Context: an optimization exercise on an open-source flow, tuned for small area. The choices shown serve that exercise and are no tape-out recipe.
At most, simulation tests tie the RTL to the original design; equivalence was not proved.
The clock port is modelled as an ideal driver, which makes a skipped or thinned clock tree look cheaper than it is; a real chip needs a root buffer or a tree.
No activity file was given, so power comes from the tool's default toggle rates.

==> pepper: inputs <==
==> flow/design.v <==
`timescale 1ns / 1ps
module Uart_Rx_Module(clk_input, rst, rx_pin, data_output, rx_complete);
	input clk_input;
	input rst;
	input rx_pin;
	output reg [7:0] data_output;
	output rx_complete;
	function [8:0] tstep(input [8:0] s);
		tstep = {s[7:4], s[8] ^ (~s[6] | s[7]), s[2:0], s[3] ^ s[2]};
	endfunction
	function [8:0] tadv(input [8:0] s, input integer n);
		integer i;
		begin
			tadv = s;
			for (i = 0; i < n; i = i + 1)
				tadv = tstep(tadv);
		end
	endfunction
	localparam [8:0] TPOL = 9'b101010101;
	localparam [8:0] T_SAMP = ~TPOL;			 
	localparam [8:0] T_IDLE = tadv(T_SAMP, 435 - 217);	 
	reg [3:0] cnt;
	reg [8:0] tmr;
	reg [7:0] shreg;
	wire [8:0] tv = tmr ^ TPOL;
	wire idle = cnt[3] & cnt[2];			 
	wire done = cnt[3] & cnt[1];			 
	wire stop = cnt[3] & cnt[0];			 
	wire samp = (tmr == 9'h1FF);
	always @(negedge clk_input) begin
		if (rst) begin
			cnt <= 4'd12;
			data_output <= 8'h0;
		end
		else begin
			if (idle)
				cnt <= rx_pin ? 4'd12 : 4'd0;
			else if (done) begin
				cnt <= 4'd13;
				data_output <= shreg;
			end
			else if (samp)
				cnt <= cnt + 4'd1;
		end
		tmr <= (idle ? T_IDLE : tstep(tv)) ^ TPOL;
		if (samp && !stop)
			shreg <= {rx_pin, shreg[7:1]};
	end
	assign rx_complete = ~(cnt[3] & cnt[2] & cnt[0]);
endmodule
`timescale 1ns / 1ps
module Uart_Tx_Module(clk_input, rst, tx_pin, data_input, data_load, tx_complete);
	input [7:0] data_input;
	input data_load;
	input clk_input;
	input rst;
	output reg tx_pin;
	output tx_complete;
	function [8:0] tstep(input [8:0] s);
		tstep = {s[7:4], s[8] ^ (~s[6] | s[7]), s[2:0], s[3] ^ s[2]};
	endfunction
	localparam [8:0] TPOL = 9'b101011010;
	localparam [8:0] T_IDLE = ~TPOL;	 
	reg [3:0] cnt;
	reg [8:0] tmr;
	reg [7:0] txData;
	wire [8:0] tv = tmr ^ TPOL;
	wire idle = ~cnt[3] & ~cnt[2];			 
	wire load = ~cnt[3] & cnt[2] & ~cnt[1];		 
	wire hold = ~cnt[3] & ~(cnt[2] & cnt[1]);	 
	wire step = (tmr == 9'h1FF);
	always @(negedge clk_input) begin
		if (rst) begin
			cnt <= 4'd1;
			tx_pin <= 1'b1;
		end
		else begin
			if (idle)
				cnt <= data_load ? 4'd1 : 4'd5;
			else if ((~cnt[3] && ~(cnt[1] & cnt[0])) || step)	 
				cnt <= cnt + 4'd1;
			tx_pin <= cnt[3] ? txData[cnt[2:0]] : ~(cnt[2] & cnt[1]);
		end
		tmr <= (hold ? T_IDLE : tstep(tv)) ^ TPOL;
		if (load)
			txData <= data_input;
	end
	assign tx_complete = cnt[3] | cnt[2] | cnt[0];
endmodule
`timescale 1ns / 1ps
module uart_main(clkInput, rstInput, rxInput, recvData, recvCompFlag,
					  txOutput, sendData, sendStart, sendCompFlag);
	input clkInput;
	input rstInput;	 
	input rxInput;
	output [7:0] recvData;
	output recvCompFlag;
	output txOutput;
	input [7:0] sendData;
	input sendStart;
	output sendCompFlag;
	Uart_Rx_Module Uart_Rx(.clk_input(clkInput), .rst(rstInput), .rx_pin(rxInput),
							  .data_output(recvData), .rx_complete(recvCompFlag));
	Uart_Tx_Module Uart_Tx(.clk_input(clkInput), .rst(rstInput), .tx_pin(txOutput),
							  .data_input(sendData), .data_load(sendStart), .tx_complete(sendCompFlag));
endmodule
==> flow/flow/run.sh <==
#!/bin/bash
# The standard ORFS layout (standard.sh) with these changes:
#  - after the standard synthesis, the combinational logic between the
#    registers is mapped again by ABC with several area-oriented scripts
#    (flow/recipes/*.abc); registers, their cells and names are kept. Each
#    result is proved equivalent to the standard netlist (flow/equiv.tcl) and
#    the smallest proved one is used; if none is proved, the standard one is;
#  - the port buffers use the smallest buffer cell;
#  - the clock tree is the single inverter that synthesis puts in front of
#    the falling-edge registers, sized to drive every register clock pin,
#    instead of cloned inverters and a buffer tree (see pre_cts.tcl).
# Each tool's output goes to a log file in the work folder.
set -euo pipefail
W=$(pwd)
R=$W/orfs/results/sky130hd/uart_main/base
export BUFFER_PORTS_ARGS="-buffer_cell sky130_fd_sc_hd__buf_1"
export PRE_CTS_TCL=$W/flow/pre_cts.tcl
export CLK_INV_CELLS="inv_4 inv_6 inv_8 clkinv_8 inv_12 inv_16 clkinv_16"
export CLK_SLEW_NS=0.118
export RESYN_LIB=$FLOW_HOME/platforms/sky130hd/lib/sky130_fd_sc_hd__tt_025C_1v80.lib

bash standard.sh synth > $W/synth.log 2>&1
cp $R/1_2_yosys.v $W/std_netlist.v
python3 $W/flow/cutregs.py $W/std_netlist.v $W/std_netlist.v.cut.v

remap() {
  local k=$1
  RESYN_IN=$W/std_netlist.v RESYN_OUT=$W/remap_$k.v RESYN_ABC=$W/flow/recipes/$k.abc \
    yosys -c $W/flow/resyn.tcl > $W/remap_$k.log 2>&1 || return 0
  python3 $W/flow/cutregs.py $W/remap_$k.v $W/remap_$k.v.cut.v || return 0
  RESYN_IN=$W/std_netlist.v RESYN_OUT=$W/remap_$k.v \
    yosys -c $W/flow/equiv.tcl > $W/equiv_$k.log 2>&1 || return 0
  awk '/Chip area/ {print $NF}' $W/remap_$k.v.stat > $W/remap_$k.area
}
for f in $W/flow/recipes/*.abc; do
  remap $(basename $f .abc) &
  while [ $(jobs -r | wc -l) -ge ${NUM_CORES:-4} ]; do sleep 1; done
done
wait
best=$(for a in $W/remap_*.area; do [ -s $a ] && echo "$(cat $a) $(basename $a .area)"; done | sort -g | head -1 | awk '{print $2}')
if [ -n "$best" ]; then
  cp $W/$best.v $R/1_2_yosys.v
  rm -f $R/1_synth.odb $R/1_synth.sdc
  echo "using $best ($(cat $W/$best.area) um2)" > $W/remap.result
else
  echo "no re-mapped netlist was proved equivalent: using the standard netlist" > $W/remap.result
fi
bash standard.sh > $W/standard.log 2>&1
==> flow/flow/cutregs.py <==
# Turn a flat netlist into a combinational one for an equivalence check: each
# register cell is removed, its output net becomes an input port and each of
# its input nets an output port, named after the register instance.
import re, sys
src = open(sys.argv[1]).read()
m = re.search(r'module\s+(\w+)\s*\((.*?)\);', src, re.S)
ports = [p.strip() for p in m.group(2).split(',') if p.strip()]
body = src[m.end():src.rindex('endmodule')]
inst_re = re.compile(r'(sky130_fd_sc_hd__(?:dfxtp|edfxtp|dfrtn|dfrtp|dfstp|dfxbp|dfbbn|sdfxtp)_\d+)\s+(\\\S+\s|\S+)\s*\((.*?)\);', re.S)
decls, assigns = [], []
names = {}
def pname(inst, pin):
    base = re.sub(r'[^A-Za-z0-9_]', '_', inst.strip().lstrip('\\'))
    return f"r_{base}_{pin}"
def repl(mm):
    cell, inst, pins = mm.groups()
    for pin, net in re.findall(r'\.(\w+)\(([^()]*)\)', pins):
        net = net.strip()
        if net.startswith('\\'):
            net = net + ' '
        if pin == 'CLK':
            continue
        n = pname(inst, pin)
        ports.append(n)
        if pin in ('Q', 'Q_N'):
            decls.append(f"  input {n};")
            if net: assigns.append(f"  assign {net} = {n};" if pin == 'Q' else f"  assign {net} = ~{n};")
        else:
            decls.append(f"  output {n};")
            assigns.append(f"  assign {n} = {net};")
    return ''
body2 = inst_re.sub(repl, body)
out = f"module {m.group(1)}({', '.join(ports)});\n" + "\n".join(decls) + "\n" + body2 + "\n" + "\n".join(assigns) + "\nendmodule\n"
open(sys.argv[2], 'w').write(out)
==> flow/flow/equiv.tcl <==
# Check the re-mapped netlist against the standard one. Registers are cut
# (cutregs.py: outputs become inputs, inputs become outputs, named after the
# register instance, which both netlists share), cells are read as their
# library functions, and a SAT proof shows every output equal.
yosys read_liberty -ignore_miss_func $::env(RESYN_LIB)
yosys read_verilog $::env(RESYN_IN).cut.v
yosys rename uart_main gold
yosys read_verilog $::env(RESYN_OUT).cut.v
yosys rename uart_main gate
yosys flatten -noscopeinfo gold gate
yosys opt_clean
yosys miter -equiv -flatten -make_assert -ignore_gold_x gold gate miter
yosys hierarchy -top miter
yosys sat -verify -prove-asserts -show-ports miter
==> flow/flow/pre_cts.tcl <==
# Sourced by ORFS's cts.tcl before it clones clock inverters and runs CTS.
# The clock port drives one inverter, which drives every register. Instead of
# cloning that inverter and building a buffer tree after it, give it the
# smallest cell whose slew at the register clock pins stays under CLK_SLEW_NS
# (with placement parasitics), so it alone drives the clock pins.
proc repair_clock_inverters { args } {
  puts "repair_clock_inverters: skipped (single clock inverter)"
}
proc clk_worst_slew { net } {
  set mx 0
  foreach p [get_pins -of_objects $net] {
    if { [get_property $p direction] == "input" } {
      set s [get_property $p slew_max]
      if { $s > $mx } { set mx $s }
    }
  }
  return $mx
}
proc clock_tree_synthesis { args } {
  set block [ord::get_db_block]
  set net [[$block findBTerm clkInput] getNet]
  set loads [$net getITerms]
  if { [llength $loads] != 1 } { error "clock port drives [llength $loads] pins, expected 1" }
  set inst [[lindex $loads 0] getInst]
  set name [$inst getName]
  set master [[$inst getMaster] getName]
  if { ![string match "sky130_fd_sc_hd__*inv*" $master] } { error "clock port drives $master" }
  set onet [[$inst findITerm Y] getNet]
  $onet setSigType CLOCK
  $net setSigType CLOCK
  set_propagated_clock [all_clocks]
  set snet [get_nets -of_objects [get_pins $name/Y]]
  foreach c $::env(CLK_INV_CELLS) {
    replace_cell $name sky130_fd_sc_hd__$c
    estimate_parasitics -placement
    set s [clk_worst_slew $snet]
    puts "clock inverter $name as $c: [llength [$onet getITerms]] pins, worst clock-pin slew $s"
    if { $s <= $::env(CLK_SLEW_NS) } { break }
  }
  unset_propagated_clock [all_clocks]
}
==> flow/flow/recipes/a1.abc <==
strash
&get -n
&deepsyn -T 20
&put
strash
dch -f
amap
==> flow/flow/recipes/a2.abc <==
strash
dc2
&get -n
&deepsyn -T 20
&put
strash
dch -f
amap
==> flow/flow/recipes/a3.abc <==
strash
&get -n
&deepsyn -T 20
&dch -f
&nf -a -R 1000
&put
==> flow/flow/recipes/a4.abc <==
strash
&get -n
&deepsyn -T 20
&put
strash
dch -f
map -a
amap
==> flow/flow/recipes/a5.abc <==
strash
balance
rewrite
refactor
balance
rewrite
rewrite -z
balance
refactor -z
rewrite -z
balance
dch -f
amap
==> flow/flow/recipes/a6.abc <==
strash
&get -n
&deepsyn -T 20 -I 4
&put
strash
dch -f
amap
==> flow/flow/recipes/a7.abc <==
strash
dc2
dch -f
amap
==> flow/flow/recipes/a8.abc <==
strash
&get -n
&deepsyn -T 40
&put
strash
dc2
dch -f
amap
==> flow/flow/resyn.tcl <==
# Re-map the combinational logic of the standard netlist with ABC; registers
# are black boxes, so they keep their cells and names.
yosys read_liberty -ignore_miss_func $::env(RESYN_LIB)
yosys blackbox sky130_fd_sc_hd__dfxtp_1 sky130_fd_sc_hd__dfxtp_2 sky130_fd_sc_hd__dfxtp_4 sky130_fd_sc_hd__edfxtp_1 sky130_fd_sc_hd__dfrtn_1 sky130_fd_sc_hd__dfrtp_1 sky130_fd_sc_hd__dfstp_1 sky130_fd_sc_hd__dfxbp_1 sky130_fd_sc_hd__dfbbn_1
yosys read_verilog $::env(RESYN_IN)
yosys hierarchy -top uart_main
yosys rename -hide c:_*_
yosys flatten -noscopeinfo
yosys opt_clean
set du {}
foreach c {probe_p_8 probec_p_8 lpflow_bleeder_1 lpflow_clkbufkapwr_1 lpflow_clkbufkapwr_16 lpflow_clkbufkapwr_2 lpflow_clkbufkapwr_4 lpflow_clkbufkapwr_8 lpflow_clkinvkapwr_1 lpflow_clkinvkapwr_16 lpflow_clkinvkapwr_2 lpflow_clkinvkapwr_4 lpflow_clkinvkapwr_8 lpflow_decapkapwr_12 lpflow_decapkapwr_3 lpflow_decapkapwr_4 lpflow_decapkapwr_6 lpflow_decapkapwr_8 lpflow_inputiso0n_1 lpflow_inputiso0p_1 lpflow_inputiso1n_1 lpflow_inputiso1p_1 lpflow_inputisolatch_1 lpflow_isobufsrc_1 lpflow_isobufsrc_16 lpflow_isobufsrc_2 lpflow_isobufsrc_4 lpflow_isobufsrc_8 lpflow_isobufsrckapwr_16 lpflow_lsbuf_lh_hl_isowell_tap_1 lpflow_lsbuf_lh_hl_isowell_tap_2 lpflow_lsbuf_lh_hl_isowell_tap_4 lpflow_lsbuf_lh_isowell_4 lpflow_lsbuf_lh_isowell_tap_1 lpflow_lsbuf_lh_isowell_tap_2 lpflow_lsbuf_lh_isowell_tap_4} {
  lappend du -dont_use sky130_fd_sc_hd__$c
}
yosys abc -liberty $::env(RESYN_LIB) {*}$du -script $::env(RESYN_ABC)
yosys opt_clean -purge
yosys hilomap -singleton -hicell sky130_fd_sc_hd__conb_1 HI -locell sky130_fd_sc_hd__conb_1 LO
yosys splitnets
yosys opt_clean -purge
yosys tee -o $::env(RESYN_OUT).stat stat -liberty $::env(RESYN_LIB)
yosys write_verilog -noattr -noexpr -nohex -nodec $::env(RESYN_OUT)
==> flow/standard.sh <==
#!/bin/bash
# synth_recipe.tcl (not shown) runs the flow's synth.tcl, then flattens the netlist and writes it again
# the make line also repeats each setting of config.mk as NAME=value (left out here)
make -C /OpenROAD-flow-scripts/flow DESIGN_CONFIG=/design/flow/config.mk WORK_HOME=/design/flow/orfs CLKGATE_MAP_FILE= SYNTH_SCRIPT=/design/flow/synth_recipe.tcl "${@:-finish}"
==> flow/config.mk <==
export PLATFORM = sky130hd
export DESIGN_NAME = uart_main
export DESIGN_NICKNAME = uart_main
export VERILOG_FILES = /design/flow/design.v
export SDC_FILE = /design/flow/constraint.sdc
export NUM_CORES = 4
export LEC_CHECK = 0
export CAP_MARGIN = 20
export CORE_AREA = 2.5 2.5 61.5 61.5
export DIE_AREA = 0 0 64 64
export PLACE_DENSITY = 0.9
export SLEW_MARGIN = 20
==> flow/constraint.sdc <==
create_clock -name core_clock -period 20.0 [get_ports {clkInput}]
set_input_delay 4.0000 -clock core_clock [delete_from_list [all_inputs] [get_ports {clkInput}]]
set_output_delay 4.0000 -clock core_clock [all_outputs]
set_load 0.01 [all_outputs]
==> lagoon (differences from pepper) <==
==> flow/design.v, changed modules only <==
module Uart_Rx_Module(clk_input, rst, rx_pin, data_output, rx_complete);
	input clk_input;
	input rst;
	input rx_pin;
	output reg [7:0] data_output;
	output rx_complete;
	function [8:0] tstep(input [8:0] s);
		tstep = {s[7:4], s[8] ^ (~s[6] | s[7]), s[2:0], s[3] ^ s[2]};
	endfunction
	function [8:0] tadv(input [8:0] s, input integer n);
		integer i;
		begin
			tadv = s;
			for (i = 0; i < n; i = i + 1)
				tadv = tstep(tadv);
		end
	endfunction
	localparam [8:0] T_IDLE = 9'h1FF;			 
	localparam [8:0] T_SAMP = tadv(T_IDLE, 217);	 
	reg [3:0] cnt;
	reg [8:0] tmr;
	reg [7:0] shreg;
	wire idle = (cnt >= 4'd11);
	wire samp = (tmr == T_SAMP);
	always @(negedge clk_input) begin
		if (rst) begin
			cnt <= 4'd12;
			data_output <= 8'h0;
		end
		else begin
			if (idle)
				cnt <= rx_pin ? 4'd12 : 4'd0;
			else if (cnt == 4'd10) begin
				cnt <= 4'd11;
				data_output <= shreg;
			end
			else if (samp)
				cnt <= cnt + 4'd1;
		end
		tmr <= idle ? T_IDLE : tstep(tmr);
		if (samp && cnt <= 4'd8)
			shreg <= {rx_pin, shreg[7:1]};
	end
	assign rx_complete = ~(cnt == 4'd11);
endmodule
module Uart_Tx_Module(clk_input, rst, tx_pin, data_input, data_load, tx_complete);
	input [7:0] data_input;
	input data_load;
	input clk_input;
	input rst;
	output reg tx_pin;
	output tx_complete;
	function [8:0] tstep(input [8:0] s);
		tstep = {s[7:4], s[8] ^ (~s[6] | s[7]), s[2:0], s[3] ^ s[2]};
	endfunction
	localparam [8:0] T_IDLE = 9'h1FF;	 
	reg [3:0] cnt;
	reg [8:0] tmr;
	reg [7:0] txData;
	wire idle = (cnt[3:1] == 3'd0);
	wire load = (cnt == 4'd5);
	wire step = (tmr == T_IDLE);
	always @(negedge clk_input) begin
		if (rst) begin
			cnt <= 4'd1;
			tx_pin <= 1'b1;
		end
		else begin
			if (idle)
				cnt <= data_load ? 4'd1 : 4'd5;
			else if (cnt == 4'd5 || cnt == 4'd6 || step)
				cnt <= cnt + 4'd1;
			tx_pin <= cnt[3] ? txData[cnt[2:0]] : ~(cnt[2] & cnt[1]);
		end
		tmr <= (idle || load) ? T_IDLE : tstep(tmr);
		if (load)
			txData <= data_input;
	end
	assign tx_complete = ~(cnt == 4'd0);
endmodule
==> flow/flow/run.sh (replaced) <==
#!/bin/bash
# The standard ORFS layout (standard.sh) with these changes:
#  - after the standard synthesis, the combinational logic between the
#    registers is mapped again by ABC with an area-oriented script (the
#    registers, their cells and names are kept); the result is checked
#    equivalent to the standard netlist with Yosys, else the standard one is used;
#  - the port buffers use the smallest buffer cell;
#  - the clock tree is the single inverter that synthesis puts in front of
#    the falling-edge registers, sized to drive every register clock pin,
#    instead of cloned inverters and a buffer tree (see pre_cts.tcl).
# Each tool's output goes to a log file in the work folder.
set -euo pipefail
W=$(pwd)
R=$W/orfs/results/sky130hd/uart_main/base
export BUFFER_PORTS_ARGS="-buffer_cell sky130_fd_sc_hd__buf_1"
export PRE_CTS_TCL=$W/flow/pre_cts.tcl
export CLK_INV_CELLS="inv_4 inv_6 inv_8 clkinv_8 inv_12 inv_16 clkinv_16"
export CLK_SLEW_NS=0.095
export RESYN_LIB=$FLOW_HOME/platforms/sky130hd/lib/sky130_fd_sc_hd__tt_025C_1v80.lib

bash standard.sh synth > $W/synth.log 2>&1
cp $R/1_2_yosys.v $W/std_netlist.v
export RESYN_IN=$W/std_netlist.v RESYN_OUT=$W/resyn_netlist.v RESYN_ABC=$W/flow/area.abc
if yosys -c $W/flow/resyn.tcl > $W/resyn.log 2>&1 \
   && python3 $W/flow/cutregs.py $RESYN_IN $RESYN_IN.cut.v \
   && python3 $W/flow/cutregs.py $RESYN_OUT $RESYN_OUT.cut.v \
   && yosys -c $W/flow/equiv.tcl > $W/equiv.log 2>&1; then
  cp $W/resyn_netlist.v $R/1_2_yosys.v
  rm -f $R/1_synth.odb $R/1_synth.sdc
  echo "using the re-mapped netlist" > $W/resyn.result
else
  echo "re-mapping failed or not equivalent: using the standard netlist" > $W/resyn.result
fi
bash standard.sh > $W/standard.log 2>&1
==> flow/flow/area.abc (new file) <==
strash
&get -n
&deepsyn -T 30
&put
strash
dch -f
amap
--- a/flow/flow/resyn.tcl
+++ b/flow/flow/resyn.tcl
@@ -6,3 +6,2 @@
 yosys hierarchy -top uart_main
-yosys rename -hide c:_*_
 yosys flatten -noscopeinfo
--- a/flow/config.mk
+++ b/flow/config.mk
@@ -8,5 +8,4 @@
 export CAP_MARGIN = 20
-export CORE_AREA = 2.5 2.5 61.5 61.5
-export DIE_AREA = 0 0 64 64
-export PLACE_DENSITY = 0.9
+export CORE_MARGIN = 2
+export CORE_UTILIZATION = 70
 export SLEW_MARGIN = 20
removed: flow/flow/recipes/a1.abc
removed: flow/flow/recipes/a2.abc
removed: flow/flow/recipes/a3.abc
removed: flow/flow/recipes/a4.abc
removed: flow/flow/recipes/a5.abc
removed: flow/flow/recipes/a6.abc
removed: flow/flow/recipes/a7.abc
removed: flow/flow/recipes/a8.abc
==> results.txt <==
Slowest stage cell, crit path: pepper sky130_fd_sc_hd__nor3_1; lagoon sky130_fd_sc_hd__nand3_1
Area added between synthesis and finish: pepper 10.2%; lagoon 8.70%
Hold slack: pepper 0.382 ns; lagoon 0.446 ns
Number of logic stages on the critical path including buffering: pepper 6; lagoon 5
Cell Count Post-Placement: pepper 215; lagoon 201
Routed wl met3: pepper 43 µm; lagoon 35 µm
Placeable core region: pepper 3340 µm²; lagoon 2410 µm²
Reg2reg path depth: pepper 7; lagoon 6
WL/cell: pepper 11.9 µm; lagoon 13.4 µm
Cell area power density: pepper 94.3 nW/µm²; lagoon 103 nW/µm²
GP Congestion: pepper 0.738; lagoon 0.886
Vert. Die Dim: pepper 64 µm; lagoon 53.9 µm
Maximum VDD drop: pepper 127 µV; lagoon 139 µV
Clock transition time at the flip-flop clock pins of the worst setup and hold paths: pepper 0.11 ns; lagoon 0.10 ns
Slew HR: pepper 28.2%; lagoon 56.4%
Launch point of the worst hold path: pepper Uart_Rx.tmr[1]$_SDFF_NP0_; lagoon Uart_Rx.tmr[2]$_SDFF_NN1_
Combinational share of power: pepper 12.1%; lagoon 19.7%
Power dissipated in the clock network: pepper 0.0285 mW; lagoon 0.0278 mW
HPWL after DPL: pepper 1960 µm; lagoon 2090 µm
Sequential group share of total power: pepper 71.6%; lagoon 66.1%
Result of the run: pepper complete, no violations; lagoon complete, no violations
Average size of a mapped cell: pepper 11.4 µm²; lagoon 11.7 µm²
Post-synth design cell area: pepper 1680 µm²; lagoon 1740 µm²
Minimum setup slack among reg-to-reg paths: pepper 17.34 ns; lagoon 18.03 ns
Core utilization of the finished layout: pepper 55.5%; lagoon 78.5%
Count of multi-input combinational gates: pepper 87; lagoon 85
The RTL of pepper was laid out without a check of its function. In every run of this note, the design's own scripts or RTL, not TritonCTS, make the clock network.
